Background: an optimization exercise with open tools, aiming at small area. Do not read the settings as production practice. Function was checked by simulation only, so behaviour that the tests miss may differ from the original.

==> branch yarrow: inputs <==
==> flow/design.v (excerpt) <==
module LeNet_C1_layer(
	input	wire		i_sclk,
	input	wire		i_rstn,
	input	wire		i_vsync,
	input	wire		i_hsync,
	input	wire		i_valid,
	input	wire		i_tdata,
	input	wire[5:0]	i_W_en,
	input	wire[7:0]	i_Weight_1,
	input	wire[7:0]	i_Weight_2,
	input	wire[7:0]	i_Weight_3,
	input	wire[7:0]	i_Weight_4,
	input	wire[7:0]	i_Weight_5,
	input	wire[7:0]	i_Weight_6,
	input	wire[4:0]	i_W_addr,
	input	wire[7:0]	i_Bias_1,
	input	wire[7:0]	i_Bias_2,
	input	wire[7:0]	i_Bias_3,
	input	wire[7:0]	i_Bias_4,
	input	wire[7:0]	i_Bias_5,
	input	wire[7:0]	i_Bias_6,
	output	reg 		o_hsync,
	output	reg 		o_valid,
	output	reg [5:0]	o_tdata
);
==> flow/config.mk <==
export PLATFORM = sky130hd
export DESIGN_NAME = LeNet_C1_layer
export DESIGN_NICKNAME = LeNet_C1_layer
export VERILOG_FILES = /design/flow/design.v
export SDC_FILE = /design/flow/constraint.sdc
export NUM_CORES = 4
export LEC_CHECK = 0
export CAP_MARGIN = 20
export CORE_MARGIN = 2
export CORE_UTILIZATION = 60
export CTS_CLUSTER_DIAMETER = 90
export CTS_CLUSTER_SIZE = 28
export PLACE_DENSITY = 0.7
export SLEW_MARGIN = 20
export SYNTH_HIERARCHICAL = 1
==> flow/constraint.sdc <==
create_clock -name core_clock -period 6.0 [get_ports {i_sclk}]
set_input_delay 1.2000 -clock core_clock [delete_from_list [all_inputs] [get_ports {i_sclk}]]
set_output_delay 1.2000 -clock core_clock [all_outputs]
set_load 0.01 [all_outputs]
standard.sh (not shown) runs the stock make flow with config.mk's settings and CLKGATE_MAP_FILE= SYNTH_SCRIPT=/design/flow/synth_recipe.tcl, a recipe that flattens the netlist after the stock synthesis.
==> flow/flow/run.sh <==
#!/bin/bash
# The standard layout (standard.sh) with two changes: the port buffers use the
# smallest buffer cell, and clock tree synthesis adds no dummy loads and
# clusters up to 28 sinks within 90 um. Each step's full log stays under
# orfs/logs; make's own output goes to standard.log.
set -euo pipefail
export BUFFER_PORTS_ARGS="-buffer_cell sky130_fd_sc_hd__buf_1"
export CTS_ARGS="-sink_clustering_enable -repair_clock_nets -dont_use_dummy_load -sink_clustering_size 28 -sink_clustering_max_diameter 90"
bash standard.sh > standard.log 2>&1
==> inputs of branch garnet, as changes to branch yarrow <==
--- a/flow/design.v
+++ b/flow/design.v
@@ -63,26 +63,27 @@
 end
 reg [116:0]	lb;
 wire[116:0]	lb_nx;
 wire		lb_e = val_d[5];
 wire		lb_ne = ~val_d[5];
 c1_hold lb_hold[116:0] (.e(lb_e), .ne(lb_ne), .d({lb[115:0], pix_d[5]}), .q(lb), .y(lb_nx));
 always @(posedge i_sclk)
 	lb <= lb_nx;
+wire[7:0]	wd[5:0];
 reg [1199:0]	wr;	 
 genvar g, a;
 generate
 	for (g = 0; g < 6; g = g + 1) begin: wgt
+		assign wd[g] = wt[g] & {8{i_rstn}};
 		for (a = 0; a < 25; a = a + 1) begin: adr
-			wire we = i_W_en[g] && i_W_addr == a;
-			wire e = i_rstn && we;
-			wire ne = i_rstn && !we;
+			wire e = !i_rstn || (i_W_en[g] && i_W_addr == a);
+			wire ne = ~e;
 			wire[7:0] nx;
-			c1_hold h[7:0] (.e(e), .ne(ne), .d(wt[g]), .q(wr[8*(25*g+a) +: 8]), .y(nx));
+			c1_hold h[7:0] (.e(e), .ne(ne), .d(wd[g]), .q(wr[8*(25*g+a) +: 8]), .y(nx));
 			always @(posedge i_sclk)
 				wr[8*(25*g+a) +: 8] <= nx;
 		end
 	end
 endgenerate
 wire m0_1 = ~(wr[0] & lb[116]);
 wire m0_2 = ~(wr[1] & lb[116]);
 wire m0_3 = ~(wr[2] & lb[116]);
==> flow/run.sh (new file) <==
#!/bin/bash
# synth_recipe.tcl (not shown) runs the flow's synth.tcl, then flattens the netlist and writes it again
# the make line also repeats each setting of config.mk as NAME=value (left out here)
make -C /OpenROAD-flow-scripts/flow DESIGN_CONFIG=/design/flow/config.mk WORK_HOME=/design/flow/orfs CLKGATE_MAP_FILE= SYNTH_SCRIPT=/design/flow/synth_recipe.tcl finish
CTS_BUF_LIST = sky130_fd_sc_hd__clkbuf_8   (was default)
CTS_CLUSTER_DIAMETER = default   (was 90)
CTS_CLUSTER_SIZE = default   (was 28)
removed: flow/flow/run.sh
removed: flow/standard.sh
==> inputs of branch maple, as changes to branch yarrow <==
--- a/flow/design.v
+++ b/flow/design.v
@@ -63,24 +63,32 @@
 end
 reg [116:0]	lb;
 wire[116:0]	lb_nx;
 wire		lb_e = val_d[5];
 wire		lb_ne = ~val_d[5];
 c1_hold lb_hold[116:0] (.e(lb_e), .ne(lb_ne), .d({lb[115:0], pix_d[5]}), .q(lb), .y(lb_nx));
 always @(posedge i_sclk)
 	lb <= lb_nx;
-reg [1199:0]	wr;	 
+wire[24:0]	ndec;
+wire		nrst = ~i_rstn;
+wire[5:0]	nwr = ~(i_W_en & {6{i_rstn}});	 
 genvar g, a;
 generate
+	for (a = 0; a < 25; a = a + 1) begin: adec
+		assign ndec[a] = i_W_addr != a;
+	end
+endgenerate
+reg [1199:0]	wr;	 
+generate
 	for (g = 0; g < 6; g = g + 1) begin: wgt
 		for (a = 0; a < 25; a = a + 1) begin: adr
-			wire we = i_W_en[g] && i_W_addr == a;
-			wire e = i_rstn && we;
-			wire ne = i_rstn && !we;
+			wire e, ne;
+			c1_nor2 sel_e (.a(nwr[g]), .b(ndec[a]), .y(e));
+			c1_nor2 sel_ne (.a(e), .b(nrst), .y(ne));
 			wire[7:0] nx;
 			c1_hold h[7:0] (.e(e), .ne(ne), .d(wt[g]), .q(wr[8*(25*g+a) +: 8]), .y(nx));
 			always @(posedge i_sclk)
 				wr[8*(25*g+a) +: 8] <= nx;
 		end
 	end
 endgenerate
 wire m0_1 = ~(wr[0] & lb[116]);
@@ -3786,16 +3794,23 @@
 	input	wire	e,
 	input	wire	ne,
 	input	wire	d,
 	input	wire	q,
 	output	wire	y
 );
 assign y = (e & d) | (ne & q);
 endmodule
+module c1_nor2(
+	input	wire	a,
+	input	wire	b,
+	output	wire	y
+);
+assign y = ~(a | b);
+endmodule
 module c1_fa(
 	input	wire	a,
 	input	wire	b,
 	input	wire	c,
 	output	wire	s,
 	output	wire	co
 );
 assign s = a ^ b ^ c;
==> flow/flow/run.sh (replaced) <==
#!/bin/bash
# The standard layout (standard.sh) with two changes: the port buffers use the
# smallest buffer cell, and clock tree synthesis adds no dummy loads and
# clusters up to 25 sinks within 100 um. Each step's full log stays under
# orfs/logs; make's own output goes to standard.log.
set -euo pipefail
export BUFFER_PORTS_ARGS="-buffer_cell sky130_fd_sc_hd__buf_1"
export CTS_ARGS="-sink_clustering_enable -repair_clock_nets -dont_use_dummy_load -sink_clustering_size 25 -sink_clustering_max_diameter 100"
bash standard.sh > standard.log 2>&1
CORE_UTILIZATION = 70   (was 60)
CTS_CLUSTER_DIAMETER = 100   (was 90)
CTS_CLUSTER_SIZE = 25   (was 28)
PLACE_DENSITY = 0.8   (was 0.7)
==> impl_metrics.env <==
export IMPL_internal_power_mw=16.1
export IMPL_die_y_um=345
export IMPL_power_ir_vdd_worst_uv=268
export IMPL_place_worst_setup_slack_ns=0.0803
export IMPL_bufAreaShareNonClock_pct=3.55
export IMPL_outcome="no timing/DRC/antenna violations"
export IMPL_detail_route_iter0_violations=5386
export IMPL_synth_xor_area_share_pct=0.0125
export IMPL_grt_first_pass_wirelength_mm=326
Source of the figures above: branch garnet

==> impl_metrics.env <==
export IMPL_outcome="no timing/DRC/antenna violations"
export IMPL_place_worst_setup_slack_ns=0.142
export IMPL_bufAreaShareNonClock_pct=3.16
export IMPL_layoutNonFillerInstCount=7421
export IMPL_crit_path_cell_trace="buf_12 -> clkbuf_16 -> nand2_1 -> fa_1 -> fa_1 -> fa_1 -> fa_1 -> fa_1 -> fa_1 -> fa_1 -> fa_1 -> ha_1 -> a211oi_2 -> nand3_1 -> a2bb2oi_1 -> a221oi_1 -> or3_1"
export IMPL_synth_top_flop_cell="dfxtp_1"
export IMPL_synth_xor_area_share_pct=0.0126
export IMPL_grt_first_pass_wirelength_mm=340
export IMPL_post_route_util_pct=64.8
export IMPL_drt_wirelength_per_cell_um=31.8
export IMPL_rows=125
export IMPL_die_y_um=345
export IMPL_power_ir_vdd_worst_uv=258
Source of the figures above: branch yarrow

==> impl_metrics.env <==
export IMPL_via_cell_ratio=6.88
export IMPL_outcome="no timing/DRC/antenna violations"
export IMPL_largest_reg_flops=1200
export IMPL_number_of_clock_sinks=1345
export IMPL_synthesis_yosys_warnings=7
export IMPL_power_ir_vdd_worst_uv=242
export IMPL_dpl_cell_area_um2=72200
export IMPL_die_y_um=318
export IMPL_grt_util_met3_pct=11.9
export IMPL_internal_power_mw=11.1
export IMPL_top_cells_by_area_synth="dfxtp_1 39%, fa_1 33%, a22o_1 17%"
export IMPL_grt_first_pass_wirelength_mm=312
export IMPL_detail_route_iter0_violations=6541
export IMPL_bufAreaShareNonClock_pct=3.24
export IMPL_cts_hold_repair_buffers=0
export IMPL_place_worst_setup_slack_ns=0.0870
Source of the figures above: branch maple

re-timing with driven ports:
How much do the figures lean on ideal ports? The routed layouts below were timed once more, with nothing changed but the port constraints. Step 1, drivers: a clkbuf_16 drives i_sclk and a buf_2 each remaining input, both assumed. Step 2 times the ports against the registers' clock, not the clock port: input delays grow and output delays shrink by t, the midpoint of the rising clock arrivals with the driver on. Slacks: ideal / step 1 / step 2; pairs: ideal / step 1.
run	t (ns)	setup WS [ns]	worst hold slack (ns)	clock arrival spread, ns
branch yarrow	0.791	0.143 / 0.143 / 0.143	0.331 / 0.331 / 0.331	0.094 / 0.095
branch garnet	1.027	0.173 / 0.173 / 0.173	0.329 / 0.329 / 0.329	0.043 / 0.044
branch maple	0.770	0.124 / 0.124 / 0.124	0.330 / 0.330 / 0.330	0.076 / 0.075
After both steps setup and hold are still met in every run listed.
